Context: an optimization exercise on an open-source flow, tuned for a short achievable clock period and few clock cycles. The choices shown serve that exercise and are no tape-out recipe.
No run shown here included a check of the RTL's function; only the layout flow was run.
Power figures rest on the tool's default switching activity, not on a simulated workload.

--- flow/design.v ---
`timescale 1ns / 1ps
module cpu_wrapper(
    clk, rst, carry_in,
    imem_addr, imem_data,
    dmem_addr, dmem_we, dmem_wdata, dmem_rdata,
    io_out, halted
    );
    input clk; input rst;
    input carry_in;
    output wire [7:0] imem_addr;
    input wire [7:0] imem_data;
    output wire [7:0] dmem_addr;
    output wire dmem_we;
    output wire [7:0] dmem_wdata;
    input wire [7:0] dmem_rdata;
    output wire [7:0] io_out;
    output wire halted;
    reg [7:0] ia_q;      
    reg [7:0] alt_i;     
    wire [7:0] alt_q = ~alt_i;
    reg       we_q;      
    reg       halt_q;    
    reg       dv_q;      
    reg       ir_v;      
    reg       hz_q;      
    reg [7:0] r0, r1, r2, r3;
    reg       z_q, c_q, n_q;
    reg [7:0] ret_q;
    localparam NE = 8;
    reg [NE-1:0] e_v;                    
    reg [7:0]    e_tag [0:NE-1];
    reg [7:0]    e_tm1 [0:NE-1];         
    reg [7:0]    e_tm2 [0:NE-1];         
    reg [7:0]    e_tgt [0:NE-1];
    reg [NE-1:0] e_ret;                  
    reg [NE-1:0] e_jcc;                  
    reg [NE-1:0] e_t;                    
    reg [2:0]    e_wp;                   
    reg          pq_q;                   
    reg [7:0] io_q;
    reg       pend_v;    
    reg       io_pend;   
    reg [7:0] ir_q;      
    reg [7:0] opa_i, opb_i;  
    wire [7:0] opa = ~opa_i, opb = ~opb_i;
    reg [7:0] da_q, dw_q;  
    reg       pend_mul;  
    reg [1:0] pend_dst;
    reg [7:0] pa_q;      
    reg [7:0] ipa_q;     
    reg [7:0] pq_oth, ir_oth;   
    reg       pq_dir, ir_dir;   
    reg [NE-1:0] pq_mv, ir_mv;  
    reg [15:0] mul_s, mul_c;
    reg        mul_z;
    reg k_p;       
    reg k_alu;     
    reg k_cwe;     
    reg k_mult, k_ld, k_wr, k_rd, k_jmp, k_jcc, k_call, k_ret, k_wrio, k_brk, k_two;
    reg k_and, k_or, k_xor, k_add, k_sub, k_shl, k_shr, k_neg;
    reg k_ca;      
    reg k_cs;      
    reg k_fl;      
    reg k_ror;     
    wire [7:0] b = imem_data;
    wire b_alu2  = ~b[7];
    wire b_mult  = (b[7:4] == 4'b0011);
    wire b_shift = (b[7:4] == 4'b1000);
    wire b_neg   = (b[7:4] == 4'b1001) & (b[1:0] == 2'b00);
    wire b_ld    = (b[7:4] == 4'b1001) & (b[1:0] == 2'b11);
    wire b_wr    = (b[7:4] == 4'b1010);
    wire b_rd    = (b[7:4] == 4'b1011);
    wire b_jmp   = (b[7:3] == 5'b11000);
    wire b_jcc   = (b[7:3] == 5'b11001);
    wire b_call  = (b[7:3] == 5'b11010);
    wire b_ret   = (b[7:3] == 5'b11011);
    wire b_wrio  = (b[7:4] == 4'b1110);
    wire b_brk   = (b == 8'hFF);
    wire b_rdrd  = b_alu2 | b_shift | b_neg | b_wr;         
    wire b_rdrr  = b_alu2 | b_wr | b_rd | b_wrio;           
    wire [1:0] fd = ir_q[3:2];
    reg  [7:0] opa_o, opb_o;      
    wire [7:0] nir;
    wire n_alu2  = ~nir[7];
    wire n_mult  = (nir[7:4] == 4'b0011);
    wire n_shift = (nir[7:4] == 4'b1000);
    wire n_neg   = (nir[7:4] == 4'b1001) & (nir[1:0] == 2'b00);
    wire n_ld    = (nir[7:4] == 4'b1001) & (nir[1:0] == 2'b11);
    wire n_wr    = (nir[7:4] == 4'b1010);
    wire n_rd    = (nir[7:4] == 4'b1011);
    wire n_jmp   = (nir[7:3] == 5'b11000);
    wire n_jcc   = (nir[7:3] == 5'b11001);
    wire n_call  = (nir[7:3] == 5'b11010);
    wire n_ret   = (nir[7:3] == 5'b11011);
    wire n_wrio  = (nir[7:4] == 4'b1110);
    wire n_brk   = (nir == 8'hFF);
    wire exec  = ir_v & ~hz_q & ~k_brk;
    wire stall = ir_v & (hz_q | k_brk);
    wire [8:0] sa  = {1'b0, opa} + {1'b0, opb} + {8'b0, k_ca};
    wire [8:0] ss  = {1'b0, opa} + {1'b0, ~opb} + {8'b0, k_cs};
    wire       za  = ((opa ^ opb)  == {opa[6:0] | opb[6:0], k_ca});
    wire       zs  = ((opa ^ ~opb) == {opa[6:0] | ~opb[6:0], k_cs});
    wire [7:0] lo_or = {|opa[6:0], |opa[5:0], |opa[4:0], |opa[3:0], |opa[2:0], |opa[1:0], opa[0], 1'b0};
    wire [7:0] negv = opa ^ lo_or;
    wire [7:0] shl  = {opa[6:0], k_fl};
    wire [7:0] shr  = {k_ror ? k_fl : opa[7], opa[7:1]};
    wire [7:0] alu_o = ({8{k_and}} & (opa & opb)) |
                       ({8{k_or }} & (opa | opb)) |
                       ({8{k_xor}} & (opa ^ opb)) |
                       ({8{k_shl}} & shl) |
                       ({8{k_shr}} & shr) |
                       ({8{k_neg}} & negv);
    wire [7:0] alu_y = k_add ? sa[7:0] : k_sub ? ss[7:0] : alu_o;
    wire alu_z = (k_and & ((opa & opb) == 8'd0)) |
                 (k_or  & ((opa | opb) == 8'd0)) |
                 (k_xor & (opa == opb)) |
                 (k_add & za) |
                 (k_sub & zs) |
                 (k_shl & (shl == 8'd0)) |
                 (k_shr & (shr == 8'd0)) |
                 (k_neg & (opa == 8'd0));
    wire alu_c = (k_add & sa[8]) |
                 (k_sub & ~ss[8]) |
                 (k_shl & opa[7]) |
                 (k_shr & opa[0]) |
                 (k_neg & ~negv[7] & ~opa[7]);
    wire alu_we = exec & k_alu;
    wire [7:0]  ma_o = opa_o, mb_o = opb_o;
    wire [15:0] pp0 = mb_o[0] ? {8'b0, ma_o}       : 16'd0;
    wire [15:0] pp1 = mb_o[1] ? {7'b0, ma_o, 1'b0} : 16'd0;
    wire [15:0] pp2 = mb_o[2] ? {6'b0, ma_o, 2'b0} : 16'd0;
    wire [15:0] pp3 = mb_o[3] ? {5'b0, ma_o, 3'b0} : 16'd0;
    wire [15:0] pp4 = mb_o[4] ? {4'b0, ma_o, 4'b0} : 16'd0;
    wire [15:0] pp5 = mb_o[5] ? {3'b0, ma_o, 5'b0} : 16'd0;
    wire [15:0] pp6 = mb_o[6] ? {2'b0, ma_o, 6'b0} : 16'd0;
    wire [15:0] pp7 = mb_o[7] ? {1'b0, ma_o, 7'b0} : 16'd0;
    wire [15:0] s1a_n = pp0 ^ pp1 ^ pp2, c1a_n = ((pp0 & pp1) | (pp0 & pp2) | (pp1 & pp2)) << 1;
    wire [15:0] s1b_n = pp3 ^ pp4 ^ pp5, c1b_n = ((pp3 & pp4) | (pp3 & pp5) | (pp4 & pp5)) << 1;
    reg  [15:0] s1a, c1a, s1b, c1b, p6, p7;
    wire [15:0] s2a = s1a ^ c1a ^ s1b, c2a = ((s1a & c1a) | (s1a & s1b) | (c1a & s1b)) << 1;
    wire [15:0] s2b = c1b ^ p6 ^ p7,   c2b = ((c1b & p6) | (c1b & p7) | (p6 & p7)) << 1;
    wire [15:0] s3  = s2a ^ c2a ^ s2b, c3  = ((s2a & c2a) | (s2a & s2b) | (c2a & s2b)) << 1;
    wire [15:0] s4  = s3 ^ c3 ^ c2b,   c4  = ((s3 & c3) | (s3 & c2b) | (c3 & c2b)) << 1;
    wire [15:0] prod = mul_s + mul_c;
    wire cond  = (z_q & ir_q[1]) | (c_q & ir_q[2]) | (n_q & ir_q[0]);
    wire taken = exec & ~k_p & (k_jmp | k_call | (k_jcc & cond));
    wire late_ret = exec & ~k_p & k_ret;
    wire mis_jcc = exec & k_p & k_jcc & (cond != ir_dir);
    wire mis_ret = exec & k_p & k_ret & (ir_oth != ret_q);
    wire mispred = mis_jcc | mis_ret;
    wire accept = dv_q & ~stall & ~(exec & k_two) & ~late_ret & ~mispred;
    wire pok    = pq_q & accept;
    wire recov  = pq_q & ~accept;
    assign imem_addr  = ia_q;
    assign dmem_addr  = da_q;
    assign dmem_wdata = dw_q;
    assign dmem_we    = we_q;
    assign io_out     = io_q;
    assign halted     = halt_q;
    wire       ld_we    = exec & k_ld;
    wire [7:0] pend_val = pend_mul ? prod[7:0] : dmem_rdata;
    wire [3:0] wsel = {fd == 2'd3, fd == 2'd2, fd == 2'd1, fd == 2'd0};
    wire [3:0] psel = {4{pend_v}} & {pend_dst == 2'd3, pend_dst == 2'd2, pend_dst == 2'd1, pend_dst == 2'd0};
    wire [3:0] asel = {4{alu_we}} & wsel;
    wire [3:0] lsel = {4{ld_we}} & wsel;
    wire [7:0] r0_o = lsel[0] ? imem_data : psel[0] ? pend_val : r0;
    wire [7:0] r1_o = lsel[1] ? imem_data : psel[1] ? pend_val : r1;
    wire [7:0] r2_o = lsel[2] ? imem_data : psel[2] ? pend_val : r2;
    wire [7:0] r3_o = lsel[3] ? imem_data : psel[3] ? pend_val : r3;
    wire [7:0] r0_n = asel[0] ? alu_y : r0_o;
    wire [7:0] r1_n = asel[1] ? alu_y : r1_o;
    wire [7:0] r2_n = asel[2] ? alu_y : r2_o;
    wire [7:0] r3_n = asel[3] ? alu_y : r3_o;
    assign nir = stall ? ir_q : imem_data;
    always @(*) begin
        case (nir[3:2])
            2'd0: opa_o = r0_o; 2'd1: opa_o = r1_o; 2'd2: opa_o = r2_o; default: opa_o = r3_o;
        endcase
        case (nir[1:0])
            2'd0: opb_o = r0_o; 2'd1: opb_o = r1_o; 2'd2: opb_o = r2_o; default: opb_o = r3_o;
        endcase
    end
    wire [7:0] opa_n = (alu_we & (fd == nir[3:2])) ? alu_y : opa_o;
    wire [7:0] opb_n = (alu_we & (fd == nir[1:0])) ? alu_y : opb_o;
    wire       pend_v_n = exec & (k_rd | k_mult);
    wire [3:0] pd    = {4{pend_v_n}} & wsel;       
    wire       hz_n  = accept & ((b_rdrd & pd[b[3:2]]) | (b_rdrr & pd[b[1:0]]) | (exec & k_mult & b_jcc) |
                                 (b_mult & alu_we & ((b[3:2] == fd) | (b[1:0] == fd))));
    wire       ir_v_n  = stall ? ir_v : accept;
    wire       brk_n   = stall ? k_brk : b_brk;
    wire       ret_n   = stall ? k_ret : b_ret;
    wire       stall_n = ir_v_n & (hz_n | brk_n);
    wire       lret_n  = ir_v_n & ~hz_n & ~brk_n & ret_n;
    wire [7:0] ipa2    = ipa_q + 8'd2;
    wire [7:0] ret_nq  = (exec & k_call) ? ipa2 : ret_q;
    wire [7:0] alt1 = alt_q + 8'd1;
    wire [7:0] alt2 = alt_q + 8'd2;
    reg  [NE-1:0] l0_mv, l1_mv, l2_mv;
    reg  [7:0]    l0_tgt, l1_tgt, l2_tgt;
    reg           l0_ret, l0_jcc, l0_t, l1_ret, l1_jcc, l1_t, l2_ret, l2_jcc, l2_t;
    integer i;
    always @(*) begin
        l0_tgt = 8'd0; l0_ret = 1'b0; l0_jcc = 1'b0; l0_t = 1'b0;
        l1_tgt = 8'd0; l1_ret = 1'b0; l1_jcc = 1'b0; l1_t = 1'b0;
        l2_tgt = 8'd0; l2_ret = 1'b0; l2_jcc = 1'b0; l2_t = 1'b0;
        for (i = 0; i < NE; i = i + 1) begin
            l0_mv[i] = e_v[i] & (e_tag[i] == alt_q);
            l0_tgt = l0_tgt | ({8{l0_mv[i]}} & e_tgt[i]);
            l0_ret = l0_ret | (l0_mv[i] & e_ret[i]);
            l0_jcc = l0_jcc | (l0_mv[i] & e_jcc[i]);
            l0_t   = l0_t   | (l0_mv[i] & e_t[i]);
            l1_mv[i] = e_v[i] & (e_tm1[i] == alt_q);
            l1_tgt = l1_tgt | ({8{l1_mv[i]}} & e_tgt[i]);
            l1_ret = l1_ret | (l1_mv[i] & e_ret[i]);
            l1_jcc = l1_jcc | (l1_mv[i] & e_jcc[i]);
            l1_t   = l1_t   | (l1_mv[i] & e_t[i]);
            l2_mv[i] = e_v[i] & (e_tm2[i] == alt_q);
            l2_tgt = l2_tgt | ({8{l2_mv[i]}} & e_tgt[i]);
            l2_ret = l2_ret | (l2_mv[i] & e_ret[i]);
            l2_jcc = l2_jcc | (l2_mv[i] & e_jcc[i]);
            l2_t   = l2_t   | (l2_mv[i] & e_t[i]);
        end
    end
    reg  [NE-1:0] q0_mv, q1_mv, q2_mv;
    reg  [7:0]    q0_tgt, q1_tgt, q2_tgt;
    reg           q0_ret, q0_jcc, q0_t, q1_ret, q1_jcc, q1_t, q2_ret, q2_jcc, q2_t;
    reg  [2:0]    qsel;      
    wire [NE-1:0] mv    = ({NE{qsel[0]}} & q0_mv) | ({NE{qsel[1]}} & q1_mv) | ({NE{qsel[2]}} & q2_mv);
    wire [7:0]    m_tgt = ({8{qsel[0]}} & q0_tgt) | ({8{qsel[1]}} & q1_tgt) | ({8{qsel[2]}} & q2_tgt);
    wire          m_ret = (qsel[0] & q0_ret) | (qsel[1] & q1_ret) | (qsel[2] & q2_ret);
    wire          m_jcc = (qsel[0] & q0_jcc) | (qsel[1] & q1_jcc) | (qsel[2] & q2_jcc);
    wire          m_t   = (qsel[0] & q0_t)   | (qsel[1] & q1_t)   | (qsel[2] & q2_t);
    wire       hit     = |mv;
    wire [7:0] p_addr  = m_ret ? ret_nq : (m_jcc & ~m_t) ? alt2 : m_tgt;
    wire [7:0] p_oth   = m_ret ? ret_nq : m_t ? alt2 : m_tgt;
    wire       hold_n  = (stall & k_brk) | (accept & (hz_n | b_brk));
    wire       sret_n  = accept & b_ret & ~pq_q;
    wire       redir   = taken | mispred | recov;
    wire [7:0] redir_a = taken ? imem_data : mis_jcc ? ir_oth : mis_ret ? ret_q : pa_q + 8'd1;
    wire       use_p   = hit & ~redir & ~hold_n & ~sret_n;
    wire [7:0] alt_n   = redir ? redir_a : hold_n ? alt_q : sret_n ? ret_nq : hit ? p_addr : alt1;
    wire       seq_n   = ~redir & ~hold_n & ~sret_n & ~hit;      
    wire       skip_n  = use_p & m_jcc & ~m_t;                    
    wire       exec_n  = ir_v_n & ~hz_n & ~brk_n;
    wire       wr_n    = stall ? k_wr : b_wr;
    always @(posedge clk or posedge rst) begin
        if (rst) begin
            ia_q <= 8'h00; alt_i <= 8'hFF; we_q <= 1'b0; halt_q <= 1'b0; dv_q <= 1'b0;
            ir_v <= 1'b0; hz_q <= 1'b0;
            r0 <= 8'h00; r1 <= 8'h00; r2 <= 8'h00; r3 <= 8'h00;
            z_q <= 1'b0; c_q <= 1'b0; n_q <= 1'b0;
            ret_q <= 8'h00; io_q <= 8'h00;
            pend_v <= 1'b0; io_pend <= 1'b0;
            e_v <= {NE{1'b0}}; e_wp <= 3'd0; pq_q <= 1'b0; qsel <= 3'b000;
        end else begin
            ia_q  <= alt_n;
            alt_i <= ~alt_n;
            dv_q  <= stall ? dv_q : ~redir;
            pq_q  <= use_p;
            qsel <= {skip_n, seq_n, ~redir & hold_n};
            we_q  <= exec_n & wr_n;
            halt_q <= ir_v_n & brk_n & ~(exec & k_wrio);
            ir_v  <= ir_v_n;
            hz_q  <= hz_n;
            if (exec & k_call) ret_q <= ipa2;
            if (exec & ~k_p & (k_jmp | k_call | k_jcc | k_ret)) begin
                e_v[e_wp] <= 1'b1;
                e_wp <= e_wp + 3'd1;
            end             
            if (alu_we) begin z_q <= alu_z; n_q <= alu_y[7]; end
            else if (pend_v & pend_mul) z_q <= mul_z;
            if (alu_we & k_cwe) c_q <= alu_c;
            else if (pend_v & pend_mul) c_q <= prod[15];
            r0 <= r0_n; r1 <= r1_n; r2 <= r2_n; r3 <= r3_n;
            pend_v  <= pend_v_n;
            io_pend <= exec & k_wrio;
            if (io_pend) io_q <= dmem_rdata;
        end
    end
    always @(posedge clk) begin
        opa_i <= ~opa_n; opb_i <= ~opb_n;
        s1a <= s1a_n; c1a <= c1a_n; s1b <= s1b_n; c1b <= c1b_n; p6 <= pp6; p7 <= pp7;
        da_q <= opb_n; dw_q <= opa_n;
        pend_mul <= k_mult;
        pend_dst <= fd;
        mul_s <= s4; mul_c <= c4; mul_z <= (opa == 8'd0) | (opb == 8'd0);
        ir_q    <= nir;
        pa_q    <= alt_q;
        if (!stall) begin
            ipa_q  <= pa_q;
            ir_oth <= pq_oth;
            ir_dir <= pq_dir;
            ir_mv  <= pq_mv;
        end
        pq_oth <= p_oth;
        pq_dir <= m_t;
        pq_mv  <= mv;
        q0_mv <= l0_mv; q0_tgt <= l0_tgt; q0_ret <= l0_ret; q0_jcc <= l0_jcc; q0_t <= l0_t;
        q1_mv <= l1_mv; q1_tgt <= l1_tgt; q1_ret <= l1_ret; q1_jcc <= l1_jcc; q1_t <= l1_t;
        q2_mv <= l2_mv; q2_tgt <= l2_tgt; q2_ret <= l2_ret; q2_jcc <= l2_jcc; q2_t <= l2_t;
        k_p     <= stall ? k_p : pok;
        if (exec & ~k_p & (k_jmp | k_call | k_jcc | k_ret)) begin
            e_tag[e_wp] <= ipa_q;
            e_tm1[e_wp] <= ipa_q - 8'd1;
            e_tm2[e_wp] <= ipa_q - 8'd2;
            e_tgt[e_wp] <= imem_data;
            e_ret[e_wp] <= k_ret;
            e_jcc[e_wp] <= k_jcc;
            e_t[e_wp]   <= cond;
        end
        if (exec & k_p & k_jcc) e_t <= (e_t & ~ir_mv) | ({NE{cond}} & ir_mv);
        k_alu   <= (n_alu2 & ~n_mult) | n_shift | n_neg;
        k_cwe   <= (n_alu2 & (nir[6:4] >= 3'd4)) | n_shift | n_neg;
        k_mult  <= n_mult;
        k_ld    <= n_ld;
        k_wr    <= n_wr;
        k_rd    <= n_rd;
        k_jmp   <= n_jmp;
        k_jcc   <= n_jcc;
        k_call  <= n_call;
        k_ret   <= n_ret;
        k_wrio  <= n_wrio;
        k_brk   <= n_brk;
        k_two   <= n_ld | ((n_jmp | n_jcc | n_call) & ~(stall ? k_p : pok));
        k_and   <= n_alu2 & (nir[6:4] == 3'd0);
        k_or    <= n_alu2 & (nir[6:4] == 3'd1);
        k_xor   <= n_alu2 & (nir[6:4] == 3'd2);
        k_add   <= n_alu2 & (nir[6:5] == 2'b10);
        k_sub   <= n_alu2 & (nir[6:5] == 2'b11);
        k_ca    <= nir[4] & carry_in;
        k_cs    <= ~(nir[4] & carry_in);
        k_shl   <= n_shift & ~nir[0];
        k_shr   <= n_shift & nir[0];
        k_neg   <= n_neg;
        k_fl    <= nir[1] & carry_in;
        k_ror   <= nir[1];
    end
endmodule
--- flow/flow/run.sh ---
#!/bin/bash
# The standard layout (the standard.sh), with one change: synthesis leaves
# adders as plain gates for abc instead of mapping them onto the library's
# full/half adder cells (ADDER_MAP_FILE empty), which gives faster carry logic.
# Registers are the standard synthesis's: the adder step never touches them.
set -euo pipefail
bash standard.sh ADDER_MAP_FILE= finish > standard_finish.log 2>&1
--- flow/standard.sh ---
#!/bin/bash
# synth_recipe.tcl (not shown) runs the flow's synth.tcl, then flattens the netlist and writes it again
# the make line also repeats each setting of config.mk as NAME=value (left out here)
make -C /OpenROAD-flow-scripts/flow DESIGN_CONFIG=/design/flow/config.mk WORK_HOME=/design/flow/orfs CLKGATE_MAP_FILE= SYNTH_SCRIPT=/design/flow/synth_recipe.tcl "${@:-finish}"
--- flow/config.mk ---
export PLATFORM = sky130hd
export DESIGN_NAME = cpu_wrapper
export DESIGN_NICKNAME = cpu_wrapper
export VERILOG_FILES = /design/flow/design.v
export SDC_FILE = /design/flow/constraint.sdc
export NUM_CORES = 4
export LEC_CHECK = 0
export ABC_CLOCK_PERIOD_IN_PS = 2200
export CAP_MARGIN = 20
export CORE_MARGIN = 2
export CORE_UTILIZATION = 40
export SETUP_SLACK_MARGIN = 4.2
export SLEW_MARGIN = 20
--- flow/constraint.sdc ---
create_clock -name core_clock -period 6.5 [get_ports {clk}]
set_input_delay 1.3000 -clock core_clock [delete_from_list [all_inputs] [get_ports {clk}]]
set_output_delay 1.3000 -clock core_clock [all_outputs]
set_load 0.01 [all_outputs]
==> results of run 1 <==
[metal layers]
metal	wire [um]	up-vias	part of all wire (%)
met1	40200	11699	40
met3	9170	304	9.2
met4	4100	4	4.1
met2	46600	1275	47
li1	-	10179	-
met5	26	-	0.026
[flip-flops by register name, indices dropped and copies added, names as in the netlist, 10 cells and up, named ones only]
register  cells
s1b          10
e_tgt        64
e_tm1        64
mul_s        15
mul_c        11
e_tag        64
s1a          10
e_tm2        56
[per-stage QoR]
| step | total power [mW] | area [um^2] | hold slack, ns |
|---|---|---|---|
| after global placement | 11.8 | 30600 | 0.341 |
| after CTS | 17.5 | 36400 | 0.347 |
| after floorplan | 10.1 | 29300 | 0.310 |
| after detailed placement | 12.0 | 30700 | 0.333 |
| after global routing | 19.6 | 38800 | 0.347 |
| final | 18.8 | 38800 | 0.343 |
[power by group]
part | internal, mW | switching (mW)
sequential | 5.14 | 0.891
clock | 2.47 | 1.66
combinational | 3.96 | 4.64
total | 11.6 | 7.18
[layout make-up]
cell class                 instances  share of cell area, %
timing repair buffer             416                   11.2
clock buffer                      97                   5.29
antenna                            1                0.00646
multi-input combinational       1739                   37.7
clock inverter                    30                   1.01
tap                              950                   3.07
inverter                          68                  0.752
sequential                       615                   40.9
timing repair inverter             4                 0.0936
[placed cells by master, fill, tap and decap left out, types with 33 or more instances in the layout]
cell type  instances
a22oi_1          100
xnor2_1          121
buf_4            215
buf_12            55
mux2_4            33
clkbuf_16         80
a21oi_1           69
edfxtp_1         297
nand4_1           51
xor2_1           193
nor2_1            98
nand3_1           68
nand2_1          167
dfrtp_1           73
buf_6             99
mux2i_4           38
dfxtp_1          195
inv_1             53
o21ai_0           90
[worst max-delay path: stages (launching register included)]
cell	delay, ns
dfrtp_1	0.38
a222oi_1	0.65
xor2_1	0.29
nor2_4	0.08
or3_4	0.36
or4_4	0.57
a22o_1	0.24
a221o_1	0.29
[path summary, 6_finish.rpt]
kind / start / endpoint / slack, ns / cells past startpoint
min in group asynchronous: rst / halt_q / 0.97 / 2
max reg2reg: n_q / alt_i[4] / 3.56 / 7
min reg2reg: s1a[1] / mul_s[1] / 0.34 / 0
max in group asynchronous: rst / ir_v / 4.35 / 4
max: n_q / alt_i[4] / 3.56 / 7
min: s1a[1] / mul_s[1] / 0.34 / 0
[what timing repair did]
item,CTS,global route
endpoints found under the hold margin,0,0
endpoints found under the setup margin,691,476
pin swaps,95,100
gates resized for setup,645,214
buffers inserted,165,134
gates cloned,14,10
[cells by family (layout without fill, tap and decap cells)]
| family | count (synthesis) | in the layout | share of synthesized area, % |
|---|---|---|---|
| AOI/OAI and AO/OA | 579 | 580 | 14.2 |
| xor gates and xnor gates | 340 | 340 | 10.5 |
| adders and majority gates | 22 | 22 | 0.769 |
| buffers and inverters | 228 | 615 | 3.20 |
| DFF | 615 | 615 | 55.0 |
| muxes | 137 | 138 | 5.15 |
| other | 0 | 1 | 0 |
| and+or+nand+nor | 654 | 659 | 11.2 |
[Yosys cell counts (9+ instances only)]
library cell  instances
mux2_2               64
o221ai_1              9
o22ai_1              14
maj3_1               22
inv_1                67
xnor2_1             133
buf_2                31
a22o_1               26
nand3_1              74
and3_1               16
a22oi_1             106
a211oi_1             13
nand4_1              51
nor4_1               23
o21ai_0             110
or2_2                19
xor2_1              205
dfrtp_1              81
nor2b_1              11
mux2i_1              69
a21oi_1              79
clkbuf_1            110
nor2_1              123
a221oi_1             29
and2_1               35
dfxtp_1             229
nor3_1               45
o211ai_1             15
o21a_1               24
a21o_1                9
a31oi_1              33
nand2b_1             16
edfxtp_1            297
a222oi_1             20
nand2_1             208
buf_1                15
==> flow_summary.json, run 1 <==
{
  "required_ns": 7.04,
  "maxSlewViolCount": 0,
  "finalSetupViolCount": 0,
  "cts_inserted_buffers": 69,
  "nets": 2932,
  "ys_async_sr_fraction_pct": 14.5,
  "cts_root_buf": "clkbuf_16",
  "setup_ws_ns": 3.56,
  "hpwl_um": 58500,
  "p_leak_nw": 14.7,
  "yosys_register_bits": 615,
  "ant_nets": 0,
  "start_util_pct": 40.3,
  "synth_top_cell_area_share_pct": 31.1,
  "die-area_um2": 73700,
  "grt_pass1_wl_um": 144000,
  "finalNonFillerCells": 3920,
  "num_io_pins": 53,
  "core_area_um2": 71100,
  "grt_setup_unrepaired": "yes",
  "grt_util_met2_pct": 41.4,
  "synth.area.top_cells": "edfxtp_1 (31%), dfxtp_1 (16%), dfrtp_1 (7.1%)",
  "clk_path_buf_depth": 3,
  "worstPathMaxFanout": 5,
  "clkLatencyLatePin_ns": 0.63,
  "period_needed_ns": 2.94,
  "wl_per_cell_um": 25.5,
  "timing.final.crit_share_pct": 45.2,
  "cts_hold_buf": 0,
  "cts.sinks": 615,
  "synthesis.nets": 2594,
  "synth-edff-count": 297,
  "drc": 0,
  "relSlewSlack_pct": 25.8,
  "max_freq_mhz": 340,
  "status": "timing/DRC/antenna clean",
  "via_per_inst": 5.98,
  "antenna_found_initial": 2,
  "fin_skew_ns": 0.0361,
  "multi_input_area_um2": 14600,
  "syn2layout_area_growth_pct": 35.4,
  "hold_class": "reg2reg",
  "hold_viol": 0,
  "path_class": "reg2reg",
  "synth_area_leader_cell": "edfxtp_1",
  "busiest_layer": "met2",
  "tightestPinTransition_ns": 1.11,
  "crit_path_end_kind": "flip-flop",
  "vdd_ir_drop_max_uv": 330,
  "grtUsageMet3_pct": 5.21,
  "fillers": 5856,
  "place_ws_ns": 1.62,
  "fin_tns_setup_ns": 0,
  "grt_max_degree": 51,
  "syn_inst": 2575,
  "grt.overflow.total": 0,
  "place_congestion": 0.900,
  "fp.dieH_um": 272,
  "synth_area_per_cell_um2": 11.1,
  "grt_pass1_vias": 22934,
  "ys_types": 85,
  "grt_usage_pct": 25.6,
  "ys_seq_area_share_pct": 55.0,
  "cts_tree": "built",
  "syn_area_um2": 28600,
  "drt_iter0_markers": 2622,
  "chipWidth_um": 272,
  "final_util_pct": 54.5,
  "seqCellArea_um2": 15800,
  "num_vias": 23461,
  "drtPass1Iterations": 9,
  "critPathLaunchType": "flip-flop",
  "arrival_ns": 3.48,
  "path_clk_slew_ns": 0.06,
  "wirelength_um": 100000,
  "ctsHtreeMaxLevel": 3,
  "row_count": 98,
  "io_buffers": 52,
  "drive_gt1_share_pct": 34.4,
  "powerDensity_nw_per_um2": 484,
  "yosys_most_used_dff": "edfxtp_1",
  "placed_cells": 3469,
  "yosysWarningCount": 1,
  "use_met1_pct": 33.8,
  "cap_violations": 0
}
==> run 2: changes to the inputs <==
--- a/flow/config.mk
+++ b/flow/config.mk
@@ -6,8 +6,8 @@
 export NUM_CORES = 4
 export LEC_CHECK = 0
-export ABC_CLOCK_PERIOD_IN_PS = 2200
+export ABC_CLOCK_PERIOD_IN_PS = 1800
 export CAP_MARGIN = 20
 export CORE_MARGIN = 2
-export CORE_UTILIZATION = 40
-export SETUP_SLACK_MARGIN = 4.2
+export CORE_UTILIZATION = 50
+export SETUP_SLACK_MARGIN = 4.5
 export SLEW_MARGIN = 20
==> run 2 against run 1 <==
  * Critical path type unchanged
  * Highest routed layer unchanged
  * Synthesized cell count stayed put
  * Die area is 20% lower
  * Flip-flop and latch count stayed put
  * Still clean
  * Cell area is 5.7% higher
  * Sequential power hardly changed
  * Power is 5.3% higher
==> flow_summary.json, run 2 <==
{
  "grt_setup_unrepaired": "yes",
  "powerDensity_nw_per_um2": 482,
  "fin_skew_ns": 0.0330,
  "row_count": 87,
  "path_clk_slew_ns": 0.07,
  "relSlewSlack_pct": 41.2,
  "fin_tns_setup_ns": 0,
  "period_needed_ns": 3.17,
  "cts.sinks": 615,
  "yosysMostFrequentCell": "edfxtp_1",
  "ant_nets": 0,
  "synth_top_cell_area_share_pct": 31.1,
  "cts_inserted_buffers": 67,
  "maxSlewViolCount": 0,
  "finalSetupViolCount": 0,
  "grt_pass1_vias": 23598,
  "hpwl_um": 59100,
  "switching_share_pct": 39.1,
  "yosys_register_bits": 615,
  "chipWidth_um": 243,
  "p_leak_nw": 15.8,
  "timing.rr.start": "n_q",
  "synth_simple_gate_area_share_pct": 11.2,
  "status": "timing/DRC/antenna clean",
  "rr_worst_depth": 7,
  "cap_violations": 0,
  "reg_top3": "e_tag: 64 flops, e_tgt: 64 flops, e_tm1: 64 flops",
  "path_class": "reg2reg",
  "yosys.area_share.adder_pct": 0.769,
  "core_area_um2": 56500,
  "crit_start": "n_q",
  "via_per_inst": 6.43,
  "place_area_um2": 30700,
  "wirelength_um": 112000,
  "nets": 3069,
  "timing.final.crit_share_pct": 48.7,
  "grt_max_degree": 50,
  "drt_iter0_markers": 3149,
  "grt_pass1_wl_um": 156000,
  "cts_root_buf": "clkbuf_16",
  "drtPass1Iterations": 7,
  "worstPathMaxFanout": 5,
  "wl_per_cell_um": 29.0,
  "cts_tree": "built",
  "ys_top_cells_by_count": "edfxtp_1 (297), dfxtp_1 (229), nand2_1 (208)",
  "ctsHtreeMaxLevel": 3,
  "synth_top_family_by_area": "compound AO/OA/AOI/OAI gates",
  "syn2layout_area_growth_pct": 43.0,
  "syn_inst": 2575,
  "yosys_most_used_dff": "edfxtp_1",
  "io_buffers": 52,
  "place_congestion": 0.943,
  "start_util_pct": 50.7,
  "max_freq_mhz": 316,
  "num_vias": 24823,
  "path_cells": "a222oi_1 > xor2_1 > nor2_4 > or3_4 > or4_4 > a22o_4 > a221o_1",
  "synth_area_per_cell_um2": 11.1,
  "rrSetupSlack_ns": 3.33,
  "synth-edff-count": 297,
  "hold_viol": 0,
  "yosysWarningCount": 1,
  "final_cell_mix": "edfxtp_1 (297), buf_4 (232), buf_6 (199), dfxtp_1 (190), xor2_1 (182)",
  "hold_class": "reg2reg",
  "tightestPinTransition_ns": 0.882,
  "pwr-share-seq_pct": 30.4,
  "synth-compound-area-share_pct": 14.2,
  "cp-endpoint": "alt_i[4]",
  "p_comb_share_pct": 50.1,
  "final_common_cell": "edfxtp_1",
  "drc": 0,
  "antenna_found_initial": 2,
  "fp.dieH_um": 243,
  "max_stage_delay_ns": 0.80,
  "synth_area_leader_cell": "edfxtp_1",
  "clkPwrFrac_pct": 19.5,
  "ys_types": 85,
  "crit_path_end_kind": "flip-flop",
  "clkLatencyLatePin_ns": 0.63,
  "ys_seq_area_share_pct": 55.0,
  "grt.overflow.total": 0,
  "clk_path_buf_depth": 3,
  "num_io_pins": 53,
  "syn_area_um2": 28600,
  "arrival_ns": 3.72,
  "grt_usage_pct": 35.6,
  "synth.area.top_cells": "edfxtp_1 (31%), dfxtp_1 (16%), dfrtp_1 (7.1%)",
  "slowest_stage": "a222oi_1",
  "required_ns": 7.05,
  "ys_async_sr_fraction_pct": 14.5,
  "p_int_mw": 12.0,
  "vdd_ir_drop_max_uv": 366,
  "critPathLaunchType": "flip-flop",
  "synthesis.nets": 2594,
  "switching_power_mw": 7.73,
  "fin_area_um2": 40900,
  "yosys.area_share.xor_xnor_pct": 10.5,
  "r2r_end": "alt_i[4]",
  "drive_gt1_share_pct": 41.7,
  "yosys-mux-area-fraction_pct": 5.15,
  "die-area_um2": 59200,
  "antenna_cells": 0
}
## run 2: worst max-delay path: cells and delay by family, from the launching register on
family / cells / cell delay [ns]
AND/OR/NAND/NOR: 3 / 1.03
flip-flops: 1 / 0.39
XOR/XNOR: 1 / 0.28
AO/OA/AOI/OAI: 3 / 1.40
## run 2: per-stage QoR
step | utilization, % | total power, mW | cells | setup WS (ns) | hold slack, ns
2_1_floorplan | - | 10.2 | 2575 | 3.43 | 0.310
3_3_place_gp | 54.3 | 12.0 | 3281 | 1.88 | 0.317
3_5_place_dp | 54.4 | 12.1 | 3282 | 1.76 | 0.319
4_1_cts | 68.4 | 18.4 | 3747 | 3.44 | 0.326
5_1_grt | 72.5 | 20.5 | 3858 | 3.38 | 0.347
6_report | 72.5 | 19.8 | 3858 | 3.33 | 0.329
## run 2: final cells by class
cell class | count | area [um^2]
repair buffers | 557 | 6090
repair inverters | 2 | 13.8
flip-flops and latches | 615 | 15900
clock buffers | 98 | 1970
well taps | 756 | 946
fillers | 3684 | 15500
clock inverters | 23 | 225
inverters | 68 | 305
multi-input cells | 1739 | 15600
## run 2: routing by layer
layer,share of wire (%),track usage [%],vias to the layer above
li1,-,-,10440
met1,36,44.3,12195
met2,46,56.2,1695
met3,11,10.1,491
met4,7.1,18.9,2
met5,0.011,0,-
## run 2: logic make-up (layout without fill, tap and decap cells)
kind of cell / after synthesis / count (layout)
and+or+nand+nor: 654 / 660
DFF: 615 / 615
AOI/OAI and AO/OA: 579 / 580
xor gates and xnor gates: 340 / 340
buffers and inverters: 228 / 748
muxes: 137 / 137
adders and majority gates: 22 / 22
## run 2: worst min path at each step
stage	cells after the start	to	slack, ns	startpoint
5_1_grt	0	mul_s[0]	0.35	s1a[0]
4_1_cts	0	mul_s[0]	0.33	s1a[0]
3_3_place_gp	0	mul_s[1]	0.32	s1a[1]
6_report	0	mul_s[0]	0.33	s1a[0]
2_1_floorplan	0	mul_s[0]	0.31	s1a[0]
3_5_place_dp	0	mul_s[0]	0.32	s1a[0]
## run 2: what timing repair did
| item | in CTS | in global routing |
|---|---|---|
| gates cloned | 24 | 3 |
| pin swaps | 167 | 149 |
| endpoints found under the setup margin | 741 | 633 |
| hold buffers | 0 | 0 |
| resized for setup | 847 | 305 |
| hold endpoints to repair | 0 | 0 |
| buffers inserted | 320 | 108 |
## run 2: power by group through the flow
stage	registers [mW]	logic (mW)	clock network (mW)
floorplan	5.58	4.65	0
global placement	6.13	5.86	0
detailed placement	6.15	6.00	0
CTS	5.93	8.62	3.87
global route	6.07	10.4	4.03
finish	6.01	9.91	3.84
==> run 3: changes to the inputs <==
--- a/flow/design.v
+++ b/flow/design.v
@@ -149,7 +149,8 @@
     wire mis_ret = exec & k_p & k_ret & (ir_oth != ret_q);
     wire mispred = mis_jcc | mis_ret;
-    wire accept = dv_q & ~stall & ~(exec & k_two) & ~late_ret & ~mispred;
+    wire a_nm   = dv_q & ~stall & ~(exec & k_two) & ~late_ret;
+    wire accept = a_nm & ~mispred;
     wire pok    = pq_q & accept;
-    wire recov  = pq_q & ~accept;
+    wire recov  = pq_q & ~a_nm;
     assign imem_addr  = ia_q;
     assign dmem_addr  = da_q;
@@ -185,5 +186,5 @@
     wire       pend_v_n = exec & (k_rd | k_mult);
     wire [3:0] pd    = {4{pend_v_n}} & wsel;       
-    wire       hz_n  = accept & ((b_rdrd & pd[b[3:2]]) | (b_rdrr & pd[b[1:0]]) | (exec & k_mult & b_jcc) |
+    wire       hz_n  = a_nm & ((b_rdrd & pd[b[3:2]]) | (b_rdrr & pd[b[1:0]]) | (exec & k_mult & b_jcc) |
                                  (b_mult & alu_we & ((b[3:2] == fd) | (b[1:0] == fd))));
     wire       ir_v_n  = stall ? ir_v : accept;
@@ -234,10 +235,11 @@
     wire [7:0] p_addr  = m_ret ? ret_nq : (m_jcc & ~m_t) ? alt2 : m_tgt;
     wire [7:0] p_oth   = m_ret ? ret_nq : m_t ? alt2 : m_tgt;
-    wire       hold_n  = (stall & k_brk) | (accept & (hz_n | b_brk));
-    wire       sret_n  = accept & b_ret & ~pq_q;
+    wire       hold_n  = (stall & k_brk) | (a_nm & (hz_n | b_brk));
+    wire       sret_n  = a_nm & b_ret & ~pq_q;
     wire       redir   = taken | mispred | recov;
     wire [7:0] redir_a = taken ? imem_data : mis_jcc ? ir_oth : mis_ret ? ret_q : pa_q + 8'd1;
     wire       use_p   = hit & ~redir & ~hold_n & ~sret_n;
-    wire [7:0] alt_n   = redir ? redir_a : hold_n ? alt_q : sret_n ? ret_nq : hit ? p_addr : alt1;
+    wire [7:0] alt_s   = hold_n ? alt_q : sret_n ? ret_nq : hit ? p_addr : alt1;
+    wire [7:0] alt_n   = taken ? imem_data : mis_jcc ? ir_oth : mis_ret ? ret_q : recov ? pa_q + 8'd1 : alt_s;
     wire       seq_n   = ~redir & ~hold_n & ~sret_n & ~hit;      
     wire       skip_n  = use_p & m_jcc & ~m_t;                    
--- a/flow/config.mk
+++ b/flow/config.mk
@@ -6,8 +6,8 @@
 export NUM_CORES = 4
 export LEC_CHECK = 0
-export ABC_CLOCK_PERIOD_IN_PS = 1800
+export ABC_CLOCK_PERIOD_IN_PS = 2200
 export CAP_MARGIN = 20
 export CORE_MARGIN = 2
-export CORE_UTILIZATION = 50
-export SETUP_SLACK_MARGIN = 4.5
+export CORE_UTILIZATION = 40
+export SETUP_SLACK_MARGIN = 4.2
 export SLEW_MARGIN = 20
==> run 3 against run 2 <==
  * Worst setup slack improved by 0.23 ns
  * Sequential share of layout area rose by 0.75 points
  * Cell count rose by 4.0%
  * Highest routed layer unchanged
  * Synthesized area rose by 0.58%
  * Still clean on timing, DRC and antenna
  * Via count fell by 1.5%
  * Hold slack got worse by 0.0035 ns
  * Largest power group unchanged
  * Routed wire length fell by 3.9%
  * Non-clock buffer count fell by 68
==> flow_summary.json, run 3 <==
{
  "crit_path_end_kind": "flip-flop",
  "via_per_inst": 6.09,
  "yosysWarningCount": 1,
  "nets": 3026,
  "cts_tree": "built",
  "cts_inserted_buffers": 68,
  "reg_top3": "e_tag: 64 flops, e_tgt: 64 flops, e_tm1: 64 flops",
  "core_area_um2": 71400,
  "worstPathMaxFanout": 5,
  "final_cell_mix": "edfxtp_1 (297), buf_4 (235), dfxtp_1 (197), xor2_1 (185), nand2_1 (157)",
  "finalNonFillerCells": 4014,
  "p_leak_nw": 15.3,
  "tightestPinTransition_ns": 1.09,
  "cts.sinks": 615,
  "seqCellArea_um2": 15800,
  "yosys_most_used_dff": "edfxtp_1",
  "place_congestion": 0.897,
  "ys_types": 96,
  "synth_area_per_cell_um2": 11.1,
  "maxSlewViolCount": 0,
  "rrSetupSlack_ns": 3.56,
  "num_io_pins": 53,
  "arrival_ns": 3.47,
  "start_util_pct": 40.4,
  "syn_area_um2": 28800,
  "placed_cells": 3480,
  "grt_pass1_wl_um": 149000,
  "clkLatencyLatePin_ns": 0.63,
  "yosysMostFrequentCell": "edfxtp_1",
  "fin_skew_ns": 0.0380,
  "drt_iter0_markers": 2756,
  "path_class": "reg2reg",
  "cts_root_buf": "clkbuf_16",
  "grt.overflow.total": 0,
  "path_clk_slew_ns": 0.06,
  "clk_path_buf_depth": 3,
  "drc": 0,
  "synth-edff-count": 297,
  "critPathLaunchType": "flip-flop",
  "status": "timing/DRC/antenna clean",
  "wirelength_um": 107000,
  "timing.final.crit_share_pct": 45.2,
  "grt_usage_pct": 26.5,
  "wl_per_cell_um": 26.8,
  "drtPass1Iterations": 8,
  "yosys_register_bits": 615,
  "grt_pass1_vias": 23520,
  "ys_seq_area_share_pct": 54.7,
  "hpwl_um": 58400,
  "grt_setup_unrepaired": "yes",
  "syn_inst": 2588,
  "crit_start": "hz_q",
  "drive_gt1_share_pct": 37.2,
  "synthesis.nets": 2607,
  "timing.rr.start": "hz_q",
  "worstHoldStart": "s1a[0]",
  "fp.dieH_um": 272,
  "synth_area_leader_cell": "edfxtp_1",
  "ant_nets": 0,
  "required_ns": 7.03,
  "ctsHtreeMaxLevel": 3,
  "ys_top_cells_by_count": "edfxtp_1 (297), dfxtp_1 (229), nand2_1 (208)",
  "antenna_found_initial": 2,
  "row_count": 98,
  "multi_input_area_um2": 15000,
  "final_common_cell": "edfxtp_1",
  "relSlewSlack_pct": 27.3,
  "hold_class": "reg2reg",
  "io_buffers": 52,
  "syn2layout_area_growth_pct": 39.4,
  "period_needed_ns": 2.94,
  "synth.area.top_cells": "edfxtp_1 (31%), dfxtp_1 (16%), dfrtp_1 (7.0%)",
  "max_freq_mhz": 340,
  "die-area_um2": 74200,
  "powerDensity_nw_per_um2": 485,
  "synth_top_cell_area_share_pct": 31.0,
  "fin_tns_setup_ns": 0,
  "grt_max_degree": 63,
  "finalSetupViolCount": 0,
  "cap_violations": 0,
  "num_vias": 24459,
  "fillers": 5653,
  "chipWidth_um": 272,
  "hold_viol": 0,
  "vdd_ir_drop_max_uv": 315,
  "ys_async_sr_fraction_pct": 14.5
}
-- run 3: changes by cell type in the layout (fill, tap and decap cells not counted), sizes merged, moves of 11 or more --
cell / before / now
mux2i: 73 / 85
a31oi: 33 / 17
a22oi: 106 / 95
a21oi: 81 / 95
nand3: 74 / 86
buf: 547 / 470
-- run 3: kinds of logic (layout without fill, tap and decap cells) --
family          after synthesis  after routing  synth area share [%]
simple gates                681            688                  11.7
other cells                   0              1                     0
compound gates              572            575                  14.1
fa+ha+maj                    18             18                 0.634
mux                         138            139                  5.27
buf+inv                     225            689                  3.25
xor+xnor                    339            339                  10.4
flops                       615            615                  54.7
-- run 3: worst max-delay path: stages, from the launching register on --
cell and delay [ns]:
dfrtp_2 0.42, buf_6 0.13, and4bb_4 0.43, buf_12 0.13, nand3_4 0.15, buf_12 0.21
buf_6 0.12, mux2i_1 0.21, mux2i_1 0.10, mux2_4 0.34, buf_12 0.18, nand2_8 0.07
xor2_2 0.18, xnor2_1 0.18
-- run 3: worst paths after layout --
check                      endpoint  cells past startpoint
setup / recovery             s1a[3]                     13
hold / removal             mul_s[0]                      0
setup reg to reg             s1a[3]                     13
hold reg to reg            mul_s[0]                      0
max in group asynchronous   io_q[0]                      3
min in group asynchronous       n_q                      2
-- run 3: stage by stage --
| stage | utilization [%] | hold WS, ns | cell area [um^2] | power (mW) | setup slack, ns |
|---|---|---|---|---|---|
| after floorplan | - | 0.310 | 29400 | 10.2 | 3.48 |
| after global placement | 42.8 | 0.313 | 30600 | 11.8 | 1.82 |
| after detailed placement | 42.9 | 0.312 | 30600 | 12.0 | 1.74 |
| after CTS | 52.9 | 0.326 | 37700 | 18.1 | 3.66 |
| after global routing | 56.3 | 0.337 | 40100 | 20.2 | 3.55 |
| final | 56.3 | 0.326 | 40100 | 19.5 | 3.56 |
-- run 3: what timing repair did --
action | in CTS | in global routing
cloned | 18 | 17
endpoints found under the setup margin | 638 | 501
pin swaps | 114 | 116
gates resized for setup | 747 | 239
hold buffers | 0 | 0
buffers inserted | 259 | 113
-- run 3: cell type report --
| class | instances | area share (%) |
|---|---|---|
| flip-flops and latches | 615 | 39.5 |
| repair inverters | 3 | 0.0561 |
| repair buffers | 489 | 13.4 |
| well taps | 950 | 2.96 |
| diodes | 1 | 0.00623 |
| multi-input cells | 1759 | 37.3 |
| inverters | 71 | 0.804 |
| clock inverters | 32 | 1.03 |
| clock buffers | 94 | 5.04 |
-- run 3: where the power goes --
| group | switching, mW | internal [mW] |
|---|---|---|
| Combinational | 5.09 | 4.27 |
| Sequential | 0.852 | 5.13 |
| Clock | 1.69 | 2.42 |
-- run 3: per-layer routing --
metal  track usage [%]  wire length, um  up-vias
li1                  -                -    10388
met1              34.2            40700    12133
met2              43.1            49800     1541
met3              5.91            10900      395
met4              10.9             5990        2
met5                 0               13        -
==> run 4: changes to the inputs <==
--- a/flow/design.v
+++ b/flow/design.v
@@ -95,6 +95,5 @@
     wire n_wrio  = (nir[7:4] == 4'b1110);
     wire n_brk   = (nir == 8'hFF);
-    wire exec  = ir_v & ~hz_q & ~k_brk;
-    wire stall = ir_v & (hz_q | k_brk);
+    reg  exec, stall;
     wire [8:0] sa  = {1'b0, opa} + {1'b0, opb} + {8'b0, k_ca};
     wire [8:0] ss  = {1'b0, opa} + {1'b0, ~opb} + {8'b0, k_cs};
@@ -126,5 +125,5 @@
                  (k_neg & ~negv[7] & ~opa[7]);
     wire alu_we = exec & k_alu;
-    wire [7:0]  ma_o = opa_o, mb_o = opb_o;
+    reg  [7:0]  ma_o, mb_o;
     wire [15:0] pp0 = mb_o[0] ? {8'b0, ma_o}       : 16'd0;
     wire [15:0] pp1 = mb_o[1] ? {7'b0, ma_o, 1'b0} : 16'd0;
@@ -169,4 +168,8 @@
     wire [7:0] r2_o = lsel[2] ? imem_data : psel[2] ? pend_val : r2;
     wire [7:0] r3_o = lsel[3] ? imem_data : psel[3] ? pend_val : r3;
+    wire [7:0] r0_m = lsel[0] ? imem_data : (psel[0] & ~pend_mul) ? dmem_rdata : r0;
+    wire [7:0] r1_m = lsel[1] ? imem_data : (psel[1] & ~pend_mul) ? dmem_rdata : r1;
+    wire [7:0] r2_m = lsel[2] ? imem_data : (psel[2] & ~pend_mul) ? dmem_rdata : r2;
+    wire [7:0] r3_m = lsel[3] ? imem_data : (psel[3] & ~pend_mul) ? dmem_rdata : r3;
     wire [7:0] r0_n = asel[0] ? alu_y : r0_o;
     wire [7:0] r1_n = asel[1] ? alu_y : r1_o;
@@ -181,4 +184,10 @@
             2'd0: opb_o = r0_o; 2'd1: opb_o = r1_o; 2'd2: opb_o = r2_o; default: opb_o = r3_o;
         endcase
+        case (nir[3:2])
+            2'd0: ma_o = r0_m; 2'd1: ma_o = r1_m; 2'd2: ma_o = r2_m; default: ma_o = r3_m;
+        endcase
+        case (nir[1:0])
+            2'd0: mb_o = r0_m; 2'd1: mb_o = r1_m; 2'd2: mb_o = r2_m; default: mb_o = r3_m;
+        endcase
     end
     wire [7:0] opa_n = (alu_we & (fd == nir[3:2])) ? alu_y : opa_o;
@@ -186,6 +195,9 @@
     wire       pend_v_n = exec & (k_rd | k_mult);
     wire [3:0] pd    = {4{pend_v_n}} & wsel;       
-    wire       hz_n  = a_nm & ((b_rdrd & pd[b[3:2]]) | (b_rdrr & pd[b[1:0]]) | (exec & k_mult & b_jcc) |
-                                 (b_mult & alu_we & ((b[3:2] == fd) | (b[1:0] == fd))));
+    wire       hz_a  = a_nm & ((b_rdrd & pd[b[3:2]]) | (b_rdrr & pd[b[1:0]]) | (exec & k_mult & b_jcc) |
+                                 (b_mult & alu_we & ((b[3:2] == fd) | (b[1:0] == fd))) |
+                                 (b_mult & pend_v & pend_mul & ((b[3:2] == pend_dst) | (b[1:0] == pend_dst))));
+    wire       hzs   = stall & k_mult & pend_v & pend_mul & ((fd == pend_dst) | (ir_q[1:0] == pend_dst));
+    wire       hz_n  = hz_a | hzs;
     wire       ir_v_n  = stall ? ir_v : accept;
     wire       brk_n   = stall ? k_brk : b_brk;
@@ -232,8 +244,10 @@
     wire          m_jcc = (qsel[0] & q0_jcc) | (qsel[1] & q1_jcc) | (qsel[2] & q2_jcc);
     wire          m_t   = (qsel[0] & q0_t)   | (qsel[1] & q1_t)   | (qsel[2] & q2_t);
-    wire       hit     = |mv;
-    wire [7:0] p_addr  = m_ret ? ret_nq : (m_jcc & ~m_t) ? alt2 : m_tgt;
-    wire [7:0] p_oth   = m_ret ? ret_nq : m_t ? alt2 : m_tgt;
-    wire       hold_n  = (stall & k_brk) | (a_nm & (hz_n | b_brk));
+    reg  [7:0]    q0_pa, q1_pa, q2_pa;
+    reg           q0_hit, q1_hit, q2_hit;
+    wire       hit     = (qsel[0] & q0_hit) | (qsel[1] & q1_hit) | (qsel[2] & q2_hit);
+    wire [7:0] p_addr  = ({8{qsel[0]}} & q0_pa) | ({8{qsel[1]}} & q1_pa) | ({8{qsel[2]}} & q2_pa);
+    wire [7:0] p_oth   = m_ret ? p_addr : m_t ? alt2 : m_tgt;    
+    wire       hold_n  = (stall & (k_brk | hzs)) | (a_nm & (hz_a | b_brk));
     wire       sret_n  = a_nm & b_ret & ~pq_q;
     wire       redir   = taken | mispred | recov;
@@ -249,5 +263,5 @@
         if (rst) begin
             ia_q <= 8'h00; alt_i <= 8'hFF; we_q <= 1'b0; halt_q <= 1'b0; dv_q <= 1'b0;
-            ir_v <= 1'b0; hz_q <= 1'b0;
+            ir_v <= 1'b0; hz_q <= 1'b0; exec <= 1'b0; stall <= 1'b0;
             r0 <= 8'h00; r1 <= 8'h00; r2 <= 8'h00; r3 <= 8'h00;
             z_q <= 1'b0; c_q <= 1'b0; n_q <= 1'b0;
@@ -262,4 +276,6 @@
             qsel <= {skip_n, seq_n, ~redir & hold_n};
             we_q  <= exec_n & wr_n;
+            exec  <= exec_n;
+            stall <= stall_n;
             halt_q <= ir_v_n & brk_n & ~(exec & k_wrio);
             ir_v  <= ir_v_n;
@@ -298,4 +314,8 @@
         pq_dir <= m_t;
         pq_mv  <= mv;
+        q0_hit <= |l0_mv; q1_hit <= |l1_mv; q2_hit <= |l2_mv;
+        q0_pa <= l0_ret ? ret_nq : (l0_jcc & ~l0_t) ? alt2 : l0_tgt;
+        q1_pa <= l1_ret ? ret_nq : (l1_jcc & ~l1_t) ? alt_q + 8'd3 : l1_tgt;
+        q2_pa <= l2_ret ? ret_nq : (l2_jcc & ~l2_t) ? alt_q + 8'd4 : l2_tgt;
         q0_mv <= l0_mv; q0_tgt <= l0_tgt; q0_ret <= l0_ret; q0_jcc <= l0_jcc; q0_t <= l0_t;
         q1_mv <= l1_mv; q1_tgt <= l1_tgt; q1_ret <= l1_ret; q1_jcc <= l1_jcc; q1_t <= l1_t;
==> run 4 against run 3 <==
  * Flip-flop and latch count up 28
  * Synthesized area increased by 8.6%
  * Hold slack improved by 0.0098 ns
  * Still clean
  * Critical path type is now in2reg
  * Largest cell class is now multi-input gates
==> flow_summary.json, run 4 <==
{
  "drive_gt1_share_pct": 36.0,
  "die-area_um2": 80400,
  "ctsHtreeMaxLevel": 3,
  "fp.dieH_um": 284,
  "relSlewSlack_pct": 37.2,
  "place_congestion": 0.932,
  "grt_max_degree": 56,
  "clkPwrFrac_pct": 21.5,
  "cts.sinks": 643,
  "hold_class": "reg2reg",
  "critPathBufInv": 3,
  "path_class": "in2reg",
  "clk_path_buf_depth": 3,
  "yosysWarningCount": 1,
  "nets": 3291,
  "grt_util_met2_pct": 44.9,
  "wirelength_um": 113000,
  "worstPathMaxFanout": 5,
  "crit_family": "simple AND/OR/NAND/NOR gates",
  "drtPass1Iterations": 8,
  "path_cells": "buf_8 > buf_12 > xnor2_4 > nand4_1 > a21oi_1 > or4_4 > o21ai_4 > buf_6 > nand3_4 > nor4b_4 > nor3b_2",
  "status": "timing/DRC/antenna clean",
  "yosys_most_used_dff": "edfxtp_1",
  "worstHoldStart": "s1a[0]",
  "vdd_ir_drop_max_uv": 289,
  "grtUsageMet3_pct": 4.08,
  "synth-edff-count": 297,
  "max_freq_mhz": 342,
  "arrival_ns": 3.44,
  "row_count": 102,
  "grt_usage_pct": 26.8,
  "wl_per_cell_um": 25.9,
  "p_comb_share_pct": 47.0,
  "critPathLaunchType": "primary input",
  "period_needed_ns": 2.92,
  "core_area_um2": 77500,
  "final_util_pct": 55.2,
  "via_per_inst": 5.97,
  "cts_inserted_buffers": 71,
  "syn_area_um2": 31300,
  "syn2layout_area_growth_pct": 36.8,
  "num_io_pins": 53,
  "switching_share_pct": 38.7,
  "crit_path_end_kind": "flip-flop",
  "use_met1_pct": 34.2,
  "timing.final.crit_share_pct": 44.9,
  "slowest_stage": "or4_4",
  "holdPathStages": 0,
  "drc": 0,
  "pwr-share-seq_pct": 31.5,
  "grt_pass1_vias": 25292,
  "p_leak_nw": 16.4,
  "busiest_layer": "met2",
  "placed_cells": 3866,
  "antenna_cells": 0,
  "path_clk_slew_ns": 0.06,
  "rrSetupSlack_ns": 3.67,
  "ys_seq_area_share_pct": 52.1,
  "syn_inst": 2897,
  "num_vias": 26105,
  "cts_root_buf": "clkbuf_16",
  "fin_tns_setup_ns": 0,
  "synthesis.nets": 2916,
  "ys_types": 110,
  "seqCellArea_um2": 16400,
  "powerDensity_nw_per_um2": 473,
  "synth.area.top_cells": "edfxtp_1 (29%), dfxtp_1 (16%), dfrtp_1 (6.6%)",
  "ant_nets": 0,
  "r2r_end": "q0_pa[6]",
  "holdPathEnd": "mul_s[0]",
  "yosysMostFrequentCell": "edfxtp_1",
  "cap_violations": 0,
  "multi_input_area_um2": 16900,
  "grt_setup_unrepaired": "yes",
  "cts_tree": "built",
  "chipWidth_um": 284,
  "max_stage_delay_ns": 0.56,
  "antenna_found_initial": 2,
  "ys_async_sr_fraction_pct": 14.0,
  "setup_ws_ns": 3.58,
  "maxSlewViolCount": 0,
  "start_util_pct": 40.4,
  "required_ns": 7.02,
  "yosys_register_bits": 643,
  "total_power_mw": 20.2,
  "crit_cells": 11,
  "final_common_cell": "edfxtp_1",
  "reg_top3": "e_tag: 64 flops, e_tgt: 64 flops, e_tm1: 64 flops",
  "clkLatencyLatePin_ns": 0.63,
  "p_int_mw": 12.4,
  "drt_iter0_markers": 2922,
  "io_buffers": 52,
  "grt.overflow.total": 0,
  "tightestPinTransition_ns": 0.935,
  "synth_area_leader_cell": "edfxtp_1",
  "final_cell_mix": "edfxtp_1 (297), nand2_1 (230), buf_4 (215), dfxtp_1 (213), xor2_1 (151)",
  "hold_viol": 0,
  "rr_worst_depth": 11,
  "synth_area_per_cell_um2": 10.8,
  "synth_top_cell_area_share_pct": 28.5,
  "switching_power_mw": 7.84,
  "grt_pass1_wl_um": 164000,
  "finalSetupViolCount": 0,
  "place_ws_ns": 1.57,
  "fillers": 6309,
  "fin_skew_ns": 0.0420,
  "hpwl_um": 68300,
  "ys_top_cells_by_count": "edfxtp_1 (297), nand2_1 (284), dfxtp_1 (256)",
  "finalNonFillerCells": 4371
}
[run 4: worst max-delay path by stage]
| stage | startpoint | end | slack (ns) |
|---|---|---|---|
| finish | imem_data[2] | qsel[2] | 3.58 |
| global route | imem_data[2] | qsel[2] | 3.54 |
| CTS | flip-flop | q2_pa[3] | 3.67 |
| detailed placement | imem_data[1] | s1a[7] | 1.57 |
| global placement | imem_data[1] | c1b[9] | 1.78 |
| floorplan | imem_data[7] | flip-flop | 3.43 |
[run 4: routing by layer]
metal | vias to the layer above | share of wire [%]
li1 | 11375 | -
met1 | 12909 | 39
met2 | 1430 | 48
met3 | 389 | 8.1
met4 | 2 | 5.6
met5 | - | 0.016
[run 4: power by group through the flow]
stage	clock network (mW)	registers, mW	logic, mW
2_1_floorplan	0	5.85	4.97
3_3_place_gp	0	6.49	6.17
3_5_place_dp	0	6.50	6.31
4_1_cts	4.38	6.33	8.51
5_1_grt	4.55	6.45	10.1
6_report	4.35	6.38	9.51
[run 4: cells by family after synthesis]
| family | share of synthesized area [%] |
|---|---|
| AOI/OAI and AO/OA | 14.1 |
| xor gates and xnor gates | 9.75 |
| adders and majority gates | 0.980 |
| buffers and inverters | 3.71 |
| DFF | 52.1 |
| muxes | 6.47 |
| and+or+nand+nor | 12.8 |
[run 4: per-stage QoR]
stage | hold slack [ns] | instance area (um^2)
2_1_floorplan | 0.310 | 31900
3_3_place_gp | 0.327 | 33000
3_5_place_dp | 0.318 | 33100
4_1_cts | 0.339 | 40700
5_1_grt | 0.348 | 42800
6_report | 0.335 | 42800
[run 4: what timing repair did]
action	4_1_cts	5_1_grt
resized for setup	785	289
hold buffers	0	0
cloned	16	2
setup buffers	261	94
pin swaps	156	144
setup endpoints to repair	644	328
[run 4: final cells by class]
cell class	instances	area share [%]
inverters	78	0.807
well taps	1040	3.04
repair buffers	465	12.2
clock inverters	35	1.13
clock buffers	97	4.77
multi-input cells	2011	39.6
flip-flops and latches	643	38.4
repair inverters	2	0.0380
==> run 5: changes to the inputs <==
--- a/flow/design.v
+++ b/flow/design.v
@@ -27,5 +27,5 @@
     reg       z_q, c_q, n_q;
     reg [7:0] ret_q;
-    localparam NE = 8;
+    localparam NE = 2;
     reg [NE-1:0] e_v;                    
     reg [7:0]    e_tag [0:NE-1];
@@ -36,5 +36,5 @@
     reg [NE-1:0] e_jcc;                  
     reg [NE-1:0] e_t;                    
-    reg [2:0]    e_wp;                   
+    reg [0:0]    e_wp;                   
     reg          pq_q;                   
     reg [7:0] io_q;
@@ -268,5 +268,5 @@
             ret_q <= 8'h00; io_q <= 8'h00;
             pend_v <= 1'b0; io_pend <= 1'b0;
-            e_v <= {NE{1'b0}}; e_wp <= 3'd0; pq_q <= 1'b0; qsel <= 3'b000;
+            e_v <= {NE{1'b0}}; e_wp <= 1'd0; pq_q <= 1'b0; qsel <= 3'b000;
         end else begin
             ia_q  <= alt_n;
@@ -284,5 +284,5 @@
             if (exec & ~k_p & (k_jmp | k_call | k_jcc | k_ret)) begin
                 e_v[e_wp] <= 1'b1;
-                e_wp <= e_wp + 3'd1;
+                e_wp <= e_wp + 1'd1;
             end             
             if (alu_we) begin z_q <= alu_z; n_q <= alu_y[7]; end
==> run 5 against run 4 <==
  * Still clean on timing, DRC and antenna
  * Cell count decreased by 26%
  * Sequential power decreased by 33%
  * Clock skew decreased by 0.016 ns
  * Hold slack got worse by 0.0079 ns
  * Core utilization increased by 0.49 points
  * Cell area decreased by 33%
==> flow_summary.json, run 5 <==
{
  "period_needed_ns": 2.71,
  "grt_usage_pct": 26.1,
  "row_count": 83,
  "start_util_pct": 40.5,
  "clk_path_buf_depth": 3,
  "via_per_inst": 5.96,
  "fin_tns_setup_ns": 0,
  "path_clk_slew_ns": 0.06,
  "ant_nets": 0,
  "synth_top_cell_area_share_pct": 22.4,
  "cts_tree": "built",
  "ys_top_cells_by_count": "nand2_1 (266), dfxtp_1 (232), nor2_1 (187)",
  "clkPwrFrac_pct": 18.7,
  "arrival_ns": 3.23,
  "syn2layout_area_growth_pct": 37.7,
  "place_ws_ns": 1.86,
  "place_congestion": 0.952,
  "hpwl_um": 45600,
  "drc": 0,
  "ys_async_sr_fraction_pct": 20.4,
  "fin_skew_ns": 0.0260,
  "synth-edff-count": 87,
  "hold_class": "reg2reg",
  "nets": 2514,
  "syn_area_um2": 20800,
  "num_vias": 19158,
  "cap_violations": 0,
  "grt_max_degree": 47,
  "hold_viol": 0,
  "cts.sinks": 401,
  "critPathBufInv": 3,
  "multi_input_area_um2": 13000,
  "grt_setup_unrepaired": "yes",
  "seqCellArea_um2": 9430,
  "powerDensity_nw_per_um2": 479,
  "p_leak_nw": 11.2,
  "cts_inserted_buffers": 46,
  "antenna_found_initial": 0,
  "yosysWarningCount": 1,
  "final_common_cell": "nand2_1",
  "crit_family": "compound AO/OA/AOI/OAI gates",
  "place_area_um2": 22200,
  "chipWidth_um": 232,
  "num_io_pins": 53,
  "path_class": "in2reg",
  "p_int_mw": 8.05,
  "timing.rr.start": "k_ret",
  "rrSetupSlack_ns": 3.92,
  "switching_share_pct": 41.2,
  "tightestPinTransition_ns": 1.26,
  "wl_per_cell_um": 23.2,
  "synthesis.nets": 2265,
  "fillers": 4389,
  "core_area_um2": 51300,
  "yosysMostFrequentCell": "nand2_1",
  "p_comb_share_pct": 50.0,
  "grt_pass1_wl_um": 108000,
  "total_power_mw": 13.7,
  "grt_pass1_vias": 18482,
  "io_buffers": 52,
  "reg_top3": "e_tag: 16 flops, e_tgt: 16 flops, e_tm1: 16 flops",
  "critPathLaunchType": "primary input",
  "cts_root_buf": "clkbuf_16",
  "required_ns": 7.02,
  "clkLatencyLatePin_ns": 0.60,
  "wirelength_um": 74500,
  "finalSetupViolCount": 0,
  "worstPathMaxFanout": 6,
  "ctsHtreeMaxLevel": 2,
  "grt.overflow.total": 0,
  "yosys_most_used_dff": "dfxtp_1",
  "setup_ws_ns": 3.79,
  "vdd_ir_drop_max_uv": 300,
  "maxSlewViolCount": 0,
  "ys_seq_area_share_pct": 44.9,
  "antenna_cells": 0,
  "path_cells": "buf_6 > buf_12 > nor4bb_4 > and2_1 > a32oi_2 > a41o_1 > o21ai_4 > and3_4 > buf_8 > a2111o_1",
  "relSlewSlack_pct": 16.0,
  "final_cell_mix": "nand2_1 (220), dfxtp_1 (199), buf_4 (161), nor2_1 (156), xnor2_1 (101)",
  "status": "timing/DRC/antenna clean",
  "drt_iter0_markers": 1674,
  "synth_area_per_cell_um2": 9.24,
  "ys_types": 94,
  "max_stage_delay_ns": 0.36,
  "final_util_pct": 55.7,
  "drtPass1Iterations": 5,
  "max_freq_mhz": 369,
  "die-area_um2": 53700,
  "crit_cells": 10,
  "pwr-share-seq_pct": 31.3,
  "slowest_stage": "a2111o_1",
  "fin_area_um2": 28600,
  "yosys_register_bits": 401,
  "drive_gt1_share_pct": 34.7,
  "timing.final.crit_share_pct": 41.7,
  "rr_worst_depth": 7,
  "crit_start": "imem_data[5]",
  "switching_power_mw": 5.63,
  "synth_area_leader_cell": "dfxtp_1",
  "fp.dieH_um": 232,
  "syn_inst": 2246,
  "synth.area.top_cells": "dfxtp_1 (22%), edfxtp_1 (13%), dfrtp_1 (8.9%)",
  "crit_path_end_kind": "flip-flop"
}
-- run 5: how the worst min path moves through the flow --
stage | from | to | slack [ns] | cells past startpoint
3_3_place_gp | s1a[0] | mul_s[0] | 0.31 | 0
5_1_grt | s1a[0] | mul_s[0] | 0.33 | 0
4_1_cts | s1a[0] | mul_s[0] | 0.34 | 0
2_1_floorplan | s1a[0] | mul_s[0] | 0.31 | 0
6_report | s1a[0] | mul_s[0] | 0.33 | 0
3_5_place_dp | s1a[0] | mul_s[0] | 0.32 | 0
-- run 5: through the flow --
stage          instances  hold WS, ns
6_report            3213        0.327
5_1_grt             3213        0.331
4_1_cts             3137        0.336
3_5_place_dp        2865        0.322
3_3_place_gp        2864        0.314
2_1_floorplan       2246        0.310
-- run 5: area by class of cell --
| cell class | instances | area share, % |
|---|---|---|
| Timing Repair Buffer | 332 | 12.1 |
| Clock buffer | 71 | 4.75 |
| Clock inverter | 15 | 0.438 |
| Timing Repair inverter | 5 | 0.136 |
| Inverter | 59 | 1.05 |
| Multi-Input combinational cell | 1650 | 45.6 |
| Sequential cell | 401 | 33.0 |
| Tap cell | 680 | 2.98 |
-- run 5: logic make-up after synthesis --
logic type,count (synthesis),share of synthesized area (%)
and+or+nand+nor,719,16.3
AOI/OAI and AO/OA,576,19.1
DFF,401,44.9
xor gates and xnor gates,215,9.07
buffers and inverters,203,4.10
muxes,109,5.45
adders and majority gates,23,1.11
-- run 5: power groups by stage --
stage          logic, mW  registers [mW]  clock network (mW)
6_report            6.84            4.28                2.56
5_1_grt             7.34            4.35                2.70
4_1_cts             6.09            4.27                2.60
3_5_place_dp        5.01            4.36                   0
3_3_place_gp        4.88            4.34                   0
2_1_floorplan       4.10            3.81                   0
-- run 5: per-layer routing --
| metal | global-route usage, % | routed length [um] | vias up |
|---|---|---|---|
| met5 | 0 | 0 | - |
| met4 | 12.8 | 4040 | 0 |
| met3 | 2.82 | 4920 | 256 |
| met2 | 44.7 | 35800 | 884 |
| met1 | 32.7 | 29800 | 9414 |
| li1 | - | - | 8604 |
-- run 5: timing repair --
item                                    in CTS  in global routing
gates resized for setup                    636                239
pin swaps                                  127                124
buffers inserted                           173                 70
cloned                                      13                  6
hold buffers                                 0                  0
endpoints found under the setup margin     358                261

==> static timing again, ports no longer ideal <==
No port has a modelled driver above. Below, the same layouts with a new extraction and two added sets of constraints. Step 1: set_driving_cell puts a clkbuf_16 on clk and a buf_2 on each other input, an assumption about the parent block. Step 2, shift: input delay + t, output delay - t, t = (earliest + latest rising clock arrival at the registers) / 2. This alone moves slack from input paths to output paths. a / b / c = ideal / step 1 / step 2; a / b = the first two.
run | t, ns | setup slack, ns | slew at the worst register clock pin (ns) | cell pins on the clock port's net
run 1 | 0.683 | 3.562 / 3.562 / 2.991 | 0.07 / 0.07 | 1
run 2 | 0.666 | 3.331 / 3.331 / 2.915 | 0.07 / 0.07 | 1
run 3 | 0.674 | 3.563 / 3.563 / 2.987 | 0.07 / 0.07 | 1
run 4 | 0.681 | 3.580 / 3.584 / 2.903 | 0.07 / 0.07 | 1
run 5 | 0.643 | 3.787 / 3.813 / 3.170 | 0.06 / 0.06 | 1
After both steps setup and hold are still met in every run listed. For run 4, which loses most, drivers alone change the setup slack by +0.004 ns; drivers and shift together by -0.677 ns.
